Source: an optimization exercise on an open RTL-to-GDS flow (aim: a short achievable clock period and few clock cycles). Production flows keep margins and buffers that such runs may drop.
In this exercise RTL edits were held to simulation tests only and were not proved equivalent to the original.
No activity file was given, so power comes from the tool's default toggle rates.

<file path="flow/design.v">
module top (
	input clk,     
	input rst_n,   
	output wire [31:0] imem_addr,
	input  wire [31:0] imem_rdata,
	output wire [31:0] dmem_addr,
	output wire [31:0] dmem_wdata,
	output wire        dmem_we,
	input  wire [31:0] dmem_rdata
);
wire PC_srcE;
wire reg_writeW;
wire [1:0] imm_srcD;
wire [2:0] alu_controlE;
wire alu_srcE;
wire [1:0] result_srcW;
wire zeroE;
wire [31:0] instrD;
wire [4:0] Rs1D;
wire [4:0] Rs2D;
wire [4:0] Rs1E;
wire [4:0] Rs2E;
wire [4:0] RdM;
wire [4:0] RdE;
wire [4:0] RdW;
wire reg_writeM;
wire [1:0] forwardAE;
wire [1:0] forwardBE;
wire stallF;
wire stallD;
wire flushE;
wire flushD;
wire result_srcE0;
wire n_for1_4A;
wire n_for1_4B;
wire mem_writeM;
wire [31:0] alu_resultM;
wire [31:0] write_dataM;
assign dmem_addr  = alu_resultM;
assign dmem_wdata = write_dataM;
assign dmem_we    = mem_writeM;
data_path path (	.clk		 (clk),
					.rst_n       (rst_n),
					.instrD      (instrD),
					.reg_writeW  (reg_writeW),
					.PC_srcE     (PC_srcE),
					.imm_srcD    (imm_srcD),
					.zeroE       (zeroE),
					.alu_srcE    (alu_srcE),
					.result_srcW (result_srcW),
					.alu_controlE(alu_controlE),
					.RdE         (RdE),
					.Rs1D        (Rs1D),
					.Rs2D        (Rs2D),
					.flushD      (flushD),
					.flushE      (flushE),
					.stallD      (stallD),
					.stallF      (stallF),
					.forwardAE   (forwardAE),
					.forwardBE   (forwardBE),
					.n_for1_4A   (n_for1_4A),
					.n_for1_4B   (n_for1_4B),
					.RdM         (RdM),
					.RdW         (RdW),
					.Rs1E        (Rs1E),
					.Rs2E        (Rs2E),
					.imem_addr   (imem_addr),
					.imem_rdata  (imem_rdata),
					.dmem_rdata  (dmem_rdata),
					.write_dataM (write_dataM),
					.alu_resultM (alu_resultM));
control_unit ctrl (	.op			 (instrD[6:0]),
					.funct3      (instrD[14:12]),
					.funct7      (instrD[31:25]),
					.zeroE       (zeroE),
					.flushE      (flushE),
					.reg_writeW  (reg_writeW),
					.PC_srcE     (PC_srcE),
					.imm_srcD    (imm_srcD),
					.alu_srcE    (alu_srcE),
					.mem_writeM  (mem_writeM),
					.result_srcW (result_srcW),
					.alu_controlE(alu_controlE),
					.clk         (clk),
					.rst_n       (rst_n),
					.reg_writeM  (reg_writeM),
					.result_srcE0(result_srcE0));
hazard_unit hazard(	.clk         (clk),
					.rst_n       (rst_n),
					.PC_srcE(PC_srcE),
					.reg_writeW (reg_writeW),
					.RdE        (RdE),
					.Rs1D       (Rs1D),
					.Rs2D       (Rs2D),
					.flushD     (flushD),
					.flushE     (flushE),
					.stallD     (stallD),
					.stallF     (stallF),
					.forwardAE  (forwardAE),
					.forwardBE  (forwardBE),
					.RdM        (RdM),
					.RdW        (RdW),
					.reg_writeM (reg_writeM),
					.Rs1E       (Rs1E),
					.Rs2E       (Rs2E),
					.result_srcE0(result_srcE0),
					.n_for1_4A   (n_for1_4A),
					.n_for1_4B   (n_for1_4B));
endmodule
module data_path (
	input clk,     
	input rst_n,   
	input PC_srcE,
	input reg_writeW,
	input [1:0] imm_srcD,
	input [2:0] alu_controlE,
	input alu_srcE,
	input [1:0] result_srcW,
	input stallF,
	input stallD,
	input flushD,
	input flushE,
	input [1:0] forwardAE,
	input [1:0] forwardBE,
	input wire n_for1_4A,
	input wire n_for1_4B,
	input [31:0] imem_rdata,
	input [31:0] dmem_rdata,
	output zeroE,
	output [4:0] Rs1D,
	output [4:0] Rs2D,
	output [4:0] Rs1E,
	output [4:0] Rs2E,
	output [4:0] RdE,
	output [4:0] RdM,
	output [4:0] RdW,
	output [31:0] instrD,
	output wire [31:0] alu_resultM,
	output wire [31:0] write_dataM,
	output wire [31:0] imem_addr
);
wire[31:0] PC_targetE;
wire [31:0] PCD;
wire [31:0] PC_plus4D;
wire [31:0] RD2E;
wire [31:0] RD1E;
wire [31:0] PCE;
wire [31:0] immExtE;
wire [31:0] PC_plus4E;
wire [31:0] PC_plus4M;
wire [31:0] resultW;
assign Rs1D = instrD[19:15];
assign Rs2D = instrD[24:20];
instr_mem ins_mem(	.clk(clk),
					.rst_n     (rst_n),
					.PC_srcE   (PC_srcE),
					.PC_targetE(PC_targetE),
					.PCD       (PCD),
					.instrD    (instrD),
					.PC_plus4D (PC_plus4D),
					.imem_addr (imem_addr),
					.imem_rdata(imem_rdata),
					.flushD    (flushD),
					.stallD    (stallD),
					.stallF    (stallF));
Register_file res_file(		.clk(clk),
							.rst_n    (rst_n),
							.A1       (instrD[19:15]),
							.A2       (instrD[24:20]),
							.A3       (RdW),
							.forwardAE(forwardAE),
							.forwardBE(forwardBE),
							.n_for1_4A(n_for1_4A),
							.n_for1_4B(n_for1_4B),
							.WD3      (resultW),
							.PCD      (PCD),
							.PC_plus4D(PC_plus4D),
							.imm_srcD (imm_srcD),
							.PCE      (PCE),
							.RdD      (instrD[11:7]),
							.RdE      (RdE),
							.imm      (instrD[31:7]),
							.RD1E     (RD1E),
							.RD2E     (RD2E),
							.WE3      (reg_writeW),
							.immExtE  (immExtE),
							.PC_plus4E(PC_plus4E),
							.flushE   (flushE),
							.Rs1E     (Rs1E),
							.Rs2E     (Rs2E));
alu alu_excute(		.alu_controlE(alu_controlE),
					.PCE         (PCE),
					.RdE         (RdE),
					.RD2E        (RD2E),
					.RD1E       (RD1E),
					.immExtE     (immExtE),
					.PC_plus4E   (PC_plus4E),
					.alu_srcE    (alu_srcE),
					.PC_targetE  (PC_targetE),
					.RdM         (RdM),
					.zeroE       (zeroE),
					.PC_plus4M   (PC_plus4M),
					.alu_resultM (alu_resultM),
					.write_dataM (write_dataM),
					.rst_n       (rst_n),
					.clk         (clk),
					.resultW     (resultW),
					.forwardAE   (forwardAE),
					.forwardBE   (forwardBE));
Data_mem data_mem (	.clk(clk),
					.rst_n      (rst_n),
					.alu_resultM(alu_resultM),
					.dmem_rdata (dmem_rdata),
					.RdM        (RdM),
					.PC_plus4M  (PC_plus4M),
					.result_srcW(result_srcW),
					.resultW    (resultW),
					.RdW        (RdW));
endmodule
module instr_mem (
	input clk,     
	input stallF,
	input stallD,
	input flushD,
	input rst_n,   
	input PC_srcE,
	input [31:0] PC_targetE,
	output [31:0] imem_addr,
	input [31:0] imem_rdata,
	output reg [31:0] instrD,
	output reg [31:0] PCD,
	output reg [31:0] PC_plus4D
);
wire [31:0] RD;
reg [31:0] PC_counter;
wire [31:0] PC_plus4F;
  assign imem_addr = PC_counter;
  assign RD = imem_rdata;
  always @(posedge clk or negedge rst_n) begin 
  	if(~rst_n) begin
  		PC_counter <= 0;
  	end else begin
  		if(stallF) begin
  			PC_counter <= PC_counter;
  		end
  		else begin
  			if(PC_srcE) begin
  				PC_counter <= PC_targetE;
  			end 
  			else begin
  				PC_counter <= PC_plus4F;
  			end
  		end
  	end
  end
assign PC_plus4F = PC_counter + 4;
always @(posedge clk or negedge rst_n) begin 
	if(~rst_n) begin
		instrD <= 0;
		PCD <= 0;
		PC_plus4D <= 0;
	end else begin
		if(stallD) begin
			instrD <= instrD;
			PCD <= PCD;
			PC_plus4D <= PC_plus4D;
		end
		else begin
			if(flushD) begin
				instrD <= 0;
				PCD <= 0;
				PC_plus4D <= 0;	
			end
			else begin
				instrD <= RD;
				PCD <= PC_counter;
				PC_plus4D <= PC_plus4F;				
			end
		end
	end
end
endmodule
module Data_mem (
	input clk,     
	input rst_n,   
	input [31:0] alu_resultM,
	input [31:0] dmem_rdata,
	input [4:0] RdM,
	input [31:0] PC_plus4M,
	input [1:0] result_srcW,
	output reg [31:0] resultW,
	output reg [4:0] RdW
);
reg [31:0] read_dataW;
reg [31:0] alu_resultW;
reg [31:0] PC_plus4W;
wire [31:0] RD;
assign RD = dmem_rdata;
always @(posedge clk or negedge rst_n) begin 
	if(~rst_n) begin
		alu_resultW <= 0;
		read_dataW <= 0;
		RdW <= 0;
		PC_plus4W <= 0;
	end else begin
		alu_resultW <= alu_resultM;
		read_dataW <= RD;
		RdW <= RdM;
		PC_plus4W <= PC_plus4M;
	end
end
always @(result_srcW, alu_resultW, read_dataW, PC_plus4W) begin
	case (result_srcW)
		2'b00: resultW = alu_resultW;
		2'b01: resultW = read_dataW;
		2'b10: resultW = PC_plus4W;
		default : resultW = 0;
	endcase
end
endmodule 
module Register_file (
	input clk,     
	input rst_n,   
	input flushE,
	input [4:0] A1,
	input [4:0] A2,
	input [4:0] A3,
	input [31:0] WD3,
	input WE3,
	input [1:0] imm_srcD,
	input [31:0] PCD,
	input [4:0] RdD,
	input [24:0] imm,
	input [31:0] PC_plus4D,
	input [1:0] forwardAE,
	input [1:0] forwardBE,
	input wire n_for1_4A,
	input wire n_for1_4B,
	output reg [31:0] RD2E,
	output reg [31:0] RD1E,
	output reg [31:0] Rs1E,
	output reg [31:0] Rs2E,
	output reg [31:0] PCE,
	output reg [31:0] RdE,
	output reg [31:0] immExtE,
	output reg [31:0] PC_plus4E
);
wire [31:0] RD1;
wire [31:0] RD2;
reg [31:0] immExtD;
reg [31:0] register_file [0:31];
integer i;
always @(posedge clk or negedge rst_n) begin 
	if(~rst_n) begin
		for (i = 0; i < 32; i = i + 1) begin
			register_file[i] <= 0;
		end
	end else begin
		if (WE3 && (A3 != 5'd0)) begin
			register_file[A3] <= WD3;
		end
	end
end
assign RD1 = (n_for1_4A) ? WD3 : register_file[A1];
assign RD2 = (n_for1_4B) ? WD3 : register_file[A2];
always @(imm_srcD, imm) begin
	case (imm_srcD)
		2'b01: immExtD = {{20{imm[24]}},imm[24:18],imm[4:0]};    
		2'b10: immExtD = {{20{imm[24]}},imm[0],imm[23:18],imm[4:1],1'b0};   
		2'b00: immExtD = {{20{imm[24]}},imm[24:13]};    
		2'b11: immExtD = {{12{imm[24]}},imm[12:5],imm[13],imm[23:14],1'b0};    
		default : immExtD = 0;
	endcase
end
always @(posedge clk or negedge rst_n) begin
	if(~rst_n) begin
		RD1E <= 0;
		RD2E <= 0;
		PCE <= 0;
		RdE <= 0;
		immExtE <= 0;
		PC_plus4E <= 0;
		Rs1E <= 0;
		Rs2E <= 0;
	end else begin
		if(flushE) begin
			RD1E <= 0;
			RD2E <= 0;
			PCE <= 0;
			RdE <= 0;
			immExtE <= 0;
			PC_plus4E <= 0;
			Rs1E <= 0;
			Rs2E <= 0;	
		end
		else begin
			RD1E <= RD1;
			RD2E <= RD2;
			PCE <= PCD;
			RdE <= RdD;
			immExtE <= immExtD;
			PC_plus4E <= PC_plus4D;
			Rs1E <= A1;
			Rs2E <= A2;
		end
	end
end
endmodule
module alu (
	input clk,     
	input rst_n,   
	input [2:0] alu_controlE,
	input alu_srcE,
	input [31:0] RD1E,
	input [31:0] RD2E,
	input [31:0] PCE,
	input [4:0] RdE,
	input [31:0] immExtE,
	input [31:0] PC_plus4E,
	input [1:0] forwardAE,
	input [1:0] forwardBE,
	input [31:0] resultW,
	output reg [31:0] alu_resultM,
	output reg [31:0] write_dataM,
	output reg [4:0] RdM,
	output reg [31:0] PC_plus4M,
	output [31:0] PC_targetE,
	output zeroE
);
reg [31:0] SrcAE;
reg [31:0] SrcBE;
reg [31:0] alu_result;
reg [31:0] write_dataE;
localparam ADD = 3'b000;
localparam SUB = 3'b001;
localparam AND =  3'b010;
localparam OR = 3'b011;
localparam SLT = 3'b101;
localparam MUL = 3'b110;
assign PC_targetE = PCE + immExtE;
always @(alu_srcE, write_dataE, immExtE) begin
	if (alu_srcE) begin
		SrcBE = immExtE;
	end
	else begin
		SrcBE = write_dataE;
	end
end
always @(RD2E, immExtE, forwardBE, alu_resultM, resultW) begin
	case (forwardBE)
		2'b00: write_dataE = RD2E;
		2'b01: write_dataE = resultW;
		2'b10: write_dataE = alu_resultM;
		default : write_dataE = 0;
	endcase
end
always @(forwardAE, RD1E, alu_resultM, resultW) begin
	case (forwardAE)
		2'b00: SrcAE = RD1E;
		2'b01: SrcAE = resultW;
		2'b10: SrcAE = alu_resultM;
		default : SrcAE = 0;	
	endcase
end
always @(alu_controlE, SrcAE, SrcBE) begin
	case (alu_controlE)
		ADD: alu_result = SrcAE + SrcBE;
		SUB: alu_result = SrcAE - SrcBE;
		AND: alu_result = SrcAE & SrcBE;
		OR: alu_result = SrcAE | SrcBE;
		SLT: alu_result = (SrcAE < SrcBE)?1:0;
		MUL: alu_result = SrcAE * SrcBE;
		default : alu_result = 1;
	endcase
end
always @(posedge clk or negedge rst_n) begin
	if(~rst_n) begin
		alu_resultM <= 0;
		write_dataM <= 0;
		RdM <= 0;
		PC_plus4M <= 0;
	end else begin
		alu_resultM <= alu_result;
		write_dataM <= write_dataE;
		RdM <= RdE;
		PC_plus4M <= PC_plus4E;
	end
end
assign zeroE = (alu_result)?0:1;
endmodule
module control_unit (
	input clk,     
	input rst_n,   
	input [6:0] op,
	input [2:0] funct3,
	input [6:0] funct7,
	input zeroE,
	input flushE,
	output reg reg_writeW,
	output reg [1:0] result_srcW,
	output reg mem_writeM,
	output reg [2:0] alu_controlE,
	output reg alu_srcE,
	output reg [1:0] imm_srcD,
	output PC_srcE,
	output result_srcE0,
	output reg reg_writeM
);
reg reg_writeD;
reg [1:0] result_srcD;
reg mem_writeD;
reg jumpD;
reg branchD;
reg [2:0] alu_controlD;
reg alu_srcD;
reg reg_writeE;
reg [1:0] result_srcE;
reg mem_writeE;
reg jumpE;
reg branchE;
reg [1:0] result_srcM;
reg [1:0] alu_op;
assign result_srcE0 = result_srcE[0];
always @(op, funct3, funct7) begin
	case (op)
		7'b0000011: begin  
			reg_writeD = 1;
			imm_srcD = 2'b00;
			alu_srcD = 1;
			mem_writeD = 0;
			result_srcD = 01;
			alu_op = 2'b00;
			branchD = 0;
			jumpD = 0;
		end
		7'b0100011: begin  
			reg_writeD = 0;
			imm_srcD = 2'b01;
			alu_srcD = 1;
			mem_writeD = 1;
			result_srcD = 00;
			alu_op = 2'b00;
			branchD = 0;
			jumpD = 0;
		end
		7'b0110011: begin  
			reg_writeD = 1;
			imm_srcD = 2'b00;
			alu_srcD = 0;
			mem_writeD = 0;
			result_srcD = 00;	
			alu_op = 2'b10;	
			branchD = 0;
			jumpD = 0;	
		end
		7'b1100011: begin  
			reg_writeD = 0;
			imm_srcD = 2'b10;
			alu_srcD = 0;
			mem_writeD = 0;
			result_srcD = 00;		
			alu_op = 2'b01;	
			branchD = 1;
			jumpD = 0;
		end
		7'b0010011: begin  
			reg_writeD = 1;
			imm_srcD = 2'b00;
			alu_srcD = 1;
			mem_writeD = 0;
			result_srcD = 2'b00;		
			alu_op = 2'b10;	
			branchD = 0;
			jumpD = 0;
		end
		7'b1101111: begin  
			reg_writeD = 1;
			imm_srcD = 2'b11;
			alu_srcD = 0;
			mem_writeD = 0;
			result_srcD = 10;		
			alu_op = 2'b00;	
			branchD = 0;
			jumpD = 1;
		end
		default : begin
			reg_writeD = 0;
			imm_srcD = 2'b00;
			alu_srcD = 0;
			mem_writeD = 0;
			result_srcD = 00;		
			alu_op = 2'b00;
			branchD = 0;
			jumpD = 0;		
		end
	endcase
end
always @(alu_op, op, funct3, funct7) begin
	case (alu_op)
		2'b00: alu_controlD = 3'b000;
		2'b01: alu_controlD = 3'b001;
		2'b10: begin
			if(~(|funct3)) begin
				if(op[5]&funct7[5]) begin
					alu_controlD = 3'b001;
				end
				else if(op[5]&funct7[0]) begin
					alu_controlD = 3'b110;
				end
				else begin
					alu_controlD = 3'b000;
				end 
			end
			else if(funct3 == 3'b010) begin
				alu_controlD = 3'b101;
			end
			else if(funct3 == 3'b110) begin
				alu_controlD = 3'b011;
			end
			else if(funct3 == 3'b111) begin
				alu_controlD = 3'b010;
			end
			else begin
				alu_controlD = 3'b111;
			end
		end
		default : alu_controlD = 3'b111;
	endcase
end
always @(posedge clk or negedge rst_n) begin
	if(~rst_n) begin
		reg_writeE <= 0;
		result_srcE <= 0;
		mem_writeE <= 0;
		jumpE <= 0;
		branchE <= 0;
		alu_controlE <= 0;
		alu_srcE <= 0;
	end else if (flushE) begin
		reg_writeE <= 0;
		result_srcE <= 0;
		mem_writeE <= 0;
		jumpE <= 0;
		branchE <= 0;
		alu_controlE <= 0;
		alu_srcE <= 0;
	end else begin
		reg_writeE <= reg_writeD;
		result_srcE <= result_srcD;
		mem_writeE <= mem_writeD;
		jumpE <= jumpD;
		branchE <= branchD;
		alu_controlE <= alu_controlD;
		alu_srcE <= alu_srcD;
	end
end
assign PC_srcE = (zeroE & branchE) | jumpE;
always @(posedge clk or negedge rst_n) begin
	if(~rst_n) begin
		reg_writeM <= 0;
		result_srcM <= 0;
		mem_writeM <= 0;
	end else begin
		reg_writeM <= reg_writeE;
		result_srcM <= result_srcE;
		mem_writeM <= mem_writeE;
	end
end
always @(posedge clk or negedge rst_n) begin
	if(~rst_n) begin
		reg_writeW <= 0;
		result_srcW <= 0;
	end else begin
		reg_writeW <= reg_writeM;
		result_srcW <= result_srcM;
	end
end
endmodule 
module hazard_unit (
	input clk,
	input rst_n,
	input [4:0] Rs1D,
	input [4:0] Rs2D,	
	input [4:0] Rs1E,
	input [4:0] Rs2E,
	input [4:0] RdM,
	input [4:0] RdE,
	input [4:0] RdW,
	input reg_writeW,
	input reg_writeM,
	input result_srcE0,
	input PC_srcE,
	output reg [1:0] forwardAE,
	output reg [1:0] forwardBE,
	output reg n_for1_4A,
	output reg n_for1_4B,
	output stallF,
	output stallD,
	output flushE,
	output flushD
);
wire lwStall;
assign lwStall = result_srcE0 & ((Rs1D == RdE) | (Rs2D == RdE));
assign stallF = lwStall;
assign stallD = lwStall;
assign flushE = lwStall | PC_srcE;
assign flushD = PC_srcE;
always @(Rs1E, RdM, reg_writeM, RdW, reg_writeW, Rs1D) begin
	if(((Rs1D == RdW) && reg_writeW) && (Rs1D)) begin
		n_for1_4A = 1;
	end
	else begin
		n_for1_4A = 0;
	end
	if(((Rs1E == RdM) && reg_writeM) && (Rs1E)) begin
		forwardAE = 2'b10;
	end
	else if(((Rs1E == RdW) && reg_writeW) && (Rs1E)) begin
		forwardAE = 2'b01;
	end
	else begin
		forwardAE = 2'b00;
	end
end
always @(Rs2E, RdM, reg_writeM, RdW, reg_writeW, Rs2D) begin
	if(((Rs2D == RdW) && reg_writeW) && (Rs2D)) begin
		n_for1_4B = 1;
	end
	else begin
		n_for1_4B = 0;
	end
	if(((Rs2E == RdM) && reg_writeM) && (Rs2E)) begin
		forwardBE = 2'b10;
	end
	else if(((Rs2E == RdW) && reg_writeW) && (Rs2E)) begin
		forwardBE = 2'b01;
	end
	else begin
		forwardBE = 2'b00;
	end
end
endmodule
</file>
<file path="flow/run.sh">
#!/bin/bash
# synth_recipe.tcl (not shown) runs the flow's synth.tcl, then flattens the netlist and writes it again
# the make line also repeats each setting of config.mk as NAME=value (left out here)
make -C /OpenROAD-flow-scripts/flow DESIGN_CONFIG=/design/flow/config.mk WORK_HOME=/design/flow/orfs CLKGATE_MAP_FILE= SYNTH_SCRIPT=/design/flow/synth_recipe.tcl finish
</file>
<file path="flow/config.mk">
export PLATFORM = sky130hd
export DESIGN_NAME = top
export DESIGN_NICKNAME = top
export VERILOG_FILES = /design/flow/design.v
export SDC_FILE = /design/flow/constraint.sdc
export NUM_CORES = 8
export LEC_CHECK = 0
export CAP_MARGIN = 20
export CORE_MARGIN = 2
export CORE_UTILIZATION = 40
export PLACE_DENSITY = 0.6
export SLEW_MARGIN = 20
</file>
<file path="flow/constraint.sdc">
create_clock -name core_clock -period 13.0 [get_ports {clk}]
set_input_delay 2.6000 -clock core_clock [delete_from_list [all_inputs] [get_ports {clk}]]
set_output_delay 2.6000 -clock core_clock [all_outputs]
set_load 0.01 [all_outputs]
</file>
==> flow_summary.toml <==
[global_routing]
grt-ovfl-total = 0
antenna_found_initial = 23
grt_pass1_vias = 79500
grt_max_degree = 195
grt_pass1_wl_mm = 603
track_usage_pct = 37.1

[sta]
hold_viol_final = 0
finalCritPeriodShare_pct = 96.3
finalSetupViolCount = 0
relSlewSlack_pct = 12.6
fmax_mhz = 79.8
final.setup.worst_slack_ns = 0.475
rsz0062_at_grt = "no"
tightest_slew_ns = 1.31
period_needed_ns = 12.53
maxSlewViolCount = 0
finClkSkew_ns = 0.0441
tns_ns = 0

[synthesis]
synth-compound-area-share_pct = 21.6
synth-simple-area-share_pct = 13.3
synth_cells = 9560
synth_seq_cells = 1531
synth.avg_cell_area_sq_um = 9.33
synth-async-reset-ratio_pct = 100
synth_edf_count = 0
synth_adder_area_share_pct = 12.7
synth-xor-area-share_pct = 2.00
synthesis.nets = 10300
ys_warn_count = 10
synth-seq-area-share_pct = 43.0
synth.distinct_cells = 94
synth_top_family_by_area = "compound AO/OA/AOI/OAI gates"
ys.flop_type = "dfrtp_1"
synth.area.mux_share_pct = 1.36
syn_area_sq_um = 89200

[die]
die-area_sq_um = 227000
num_rows = 173
fp.coreArea_sq_um = 222000
die_w_um = 476
start_util_pct = 40.2
io_pins = 163
die_h_um = 476

[pwr]
ir_drop_v = 0.000112
p_comb_share_pct = 15.5
power.density_nw_per_um2 = 120
netSwitchingPower_mw = 3.68
clkPwrFrac_pct = 39.5
leakage_nw = 44.9
pwr-share-seq_pct = 45.0
power.share.switching_pct = 30.4
p_int_mw = 8.44

[placed_design]
port_buffers = 162
place_area_sq_um = 94900
routabilityCongestion = 0.990
pre_cts_ws_ns = 0.867
hpwlAfterDp_mm = 270
placed_cells = 12200

[worst_setup_path]
crit_buf_inv = 10
critical-path-slowest-cell = "dfrtp_1"
crit_required_ns = 13.69
endpoint_kind = "register"
crit_fanout = 46
cp.arrival_ns = 13.22
crit_path_max_incr_delay_ns = 0.76
crit_type = "register to register"
path_common_cell = "fa_1"
start_kind = "register"
critPathTopFamily = "adder cells"

[detailed_routing]
drc = 0
ant_nets = 0
via_per_inst = 6.60
drtIter0Drc = 14000
wl_per_cell_um = 34.3
dr.pass1.iters = 10
vias = 82800
wl_mm = 430

[finish]
postLayoutCoreUtil_pct = 45.3
stdcell_count = 12500
multi_input_area_sq_um = 46400
fin_nets = 10100
drive_gt1_share_pct = 8.46
areaGrowthSynthToFinish_pct = 12.8
fin_area_sq_um = 101000
fill_cells = 21100
seqCellArea_sq_um = 38300

[clock_network]
path_clk_slew_ns = 0.06
cts_tree = "yes"
cts_resized = 0
cts.sinks = 1531
post_cts_buffers = 0
h-tree-depth = 4
cts_buffers = 158
cts_root_buf = "clkbuf_16"
cts_hold_buf = 0
ctsLongestPathBuffers = 3
insertion_delay_ns = 0.86

[job]
maxCapViolCount = 0

[status]
status = "finished clean"

[worst_hold_path]
hold_path_class = "register to register"
[cells in the mapped netlist, types with 34 or more instances]
cell type	number	area, sq um
dfrtp_1	1531	38300
nor2_1	1151	4320
nand2_1	1045	3920
a21oi_1	804	4020
clkbuf_1	678	2540
inv_1	624	2340
o21ai_0	559	2800
a221oi_1	412	3610
fa_1	411	8230
a22o_1	399	3490
ha_1	251	3140
a22oi_1	156	1170
xnor2_1	138	1210
nand4_1	126	788
o31ai_1	120	901
nand3_1	112	561
and2_1	100	626
mux2i_1	81	811
nor3_1	66	330
a21o_1	58	435
buf_1	48	180
xor2_1	45	394
buf_2	38	190
o32ai_1	38	333
o22ai_1	36	225
mux2_2	34	383
nand2b_1	34	213
[registers in the layout, summed over array words and instances, names as in the netlist, 21 cells and up]
signal and flops:
path.ins_mem.PC_counter 32, path.data_mem.PC_plus4W 32, path.res_file.PC_plus4E 32, path.res_file.RD2E 32, path.res_file.RD1E 32, path.res_file.immExtE 21
path.ins_mem.instrD 32, path.ins_mem.PCD 30, path.res_file.register_file 1024, path.data_mem.read_dataW 32, path.alu_excute.write_dataM 32, path.res_file.PCE 30
path.ins_mem.PC_plus4D 32, path.data_mem.alu_resultW 32, path.alu_excute.PC_plus4M 32, path.alu_excute.alu_resultM 32
[through the flow]
stage          power, mW  hold slack [ns]
2_1_floorplan       6.36            0.331
3_3_place_gp        7.30            0.332
3_5_place_dp        7.33            0.335
4_1_cts             12.0            0.345
5_1_grt             12.4            0.352
6_report            12.1            0.345
[final timing paths]
path | start | endpoint | slack, ns | depth (start not counted)
setup / recovery | path.data_mem.RdW[1] | path.ins_mem.PC_counter[0] | 0.47 | 38
hold / removal | path.res_file.PC_plus4E[22] | path.alu_excute.PC_plus4M[22] | 0.35 | 0
setup reg to reg | path.data_mem.RdW[1] | path.ins_mem.PC_counter[0] | 0.47 | 38
hold reg to reg | path.res_file.PC_plus4E[22] | path.alu_excute.PC_plus4M[22] | 0.35 | 0
max in group asynchronous | rst_n | path.data_mem.read_dataW[13] | 8.70 | 3
min in group asynchronous | rst_n | path.res_file.register_file[18][29] | 1.71 | 1
[power groups by stage]
stage	Clock [mW]	Combinational (mW)	Sequential [mW]
floorplan	0	0.991	5.37
global placement	0	1.78	5.52
detailed placement	0	1.80	5.52
CTS	4.79	1.81	5.44
global route	4.98	1.98	5.48
finish	4.78	1.88	5.46
[cells in the final DEF, fill, tap and decap left out, types with 291 or more instances in the layout]
cell and instances:
dfrtp_1 1527, nor2_1 1076, nand2_1 1036, a21oi_1 784
inv_1 624, o21ai_0 557, a221oi_1 412, fa_1 411
a22o_1 399, buf_4 291
[kinds of logic after synthesis]
logic type / Yosys count
mux: 116
compound gates: 2854
simple gates: 2787
buf+inv: 1419
flops: 1531
fa+ha+maj: 662
xor+xnor: 191
[per-layer routing]
| layer | vias to the layer above | part of all wire, % | global-route usage (%) |
|---|---|---|---|
| met5 | - | 0.027 | 0.273 |
| met4 | 14 | 8.3 | 24.4 |
| met3 | 2067 | 14 | 13.8 |
| met2 | 6904 | 41 | 52.8 |
| met1 | 40700 | 37 | 47.0 |
| li1 | 33100 | - | - |
[cell type report]
type,count,area share (%)
antenna,18,0.0448
clock buffer,221,4.57
clock inverter,62,0.740
inverter,642,2.40
multi-input combinational,6610,46.2
sequential,1531,38.1
tap,2975,3.70
timing repair buffer,478,4.29
Testbench counts, summed over its fixed seeds: cycles 23,885.

-- what the ideal ports hide --
The results above use ideal ports. As a check the final layout listed here was re-extracted and re-timed, cells and wires unchanged. Step 1 assumes that a clkbuf_16 drives the clock port and a buf_2 every other input. Step 2 times the ports against the registers' clock, not the clock port: input delays grow and output delays shrink by t, the midpoint of the rising clock arrivals with the driver on. Slacks: no drivers / after step 1 / after step 2; pairs: no drivers / after step 1.
shift t [ns]: 0.941
setup WS [ns]: 0.475 / 0.475 / 0.475
worst hold slack (ns): 0.345 / 0.345 / 0.345
worst setup path after step 2: register to register
latest minus earliest clock arrival (ns): 0.044 / 0.045
After both steps this run still meets setup and hold. The setup slack of this run moves by 0.000 ns with the drivers and by 0.000 ns with both steps.
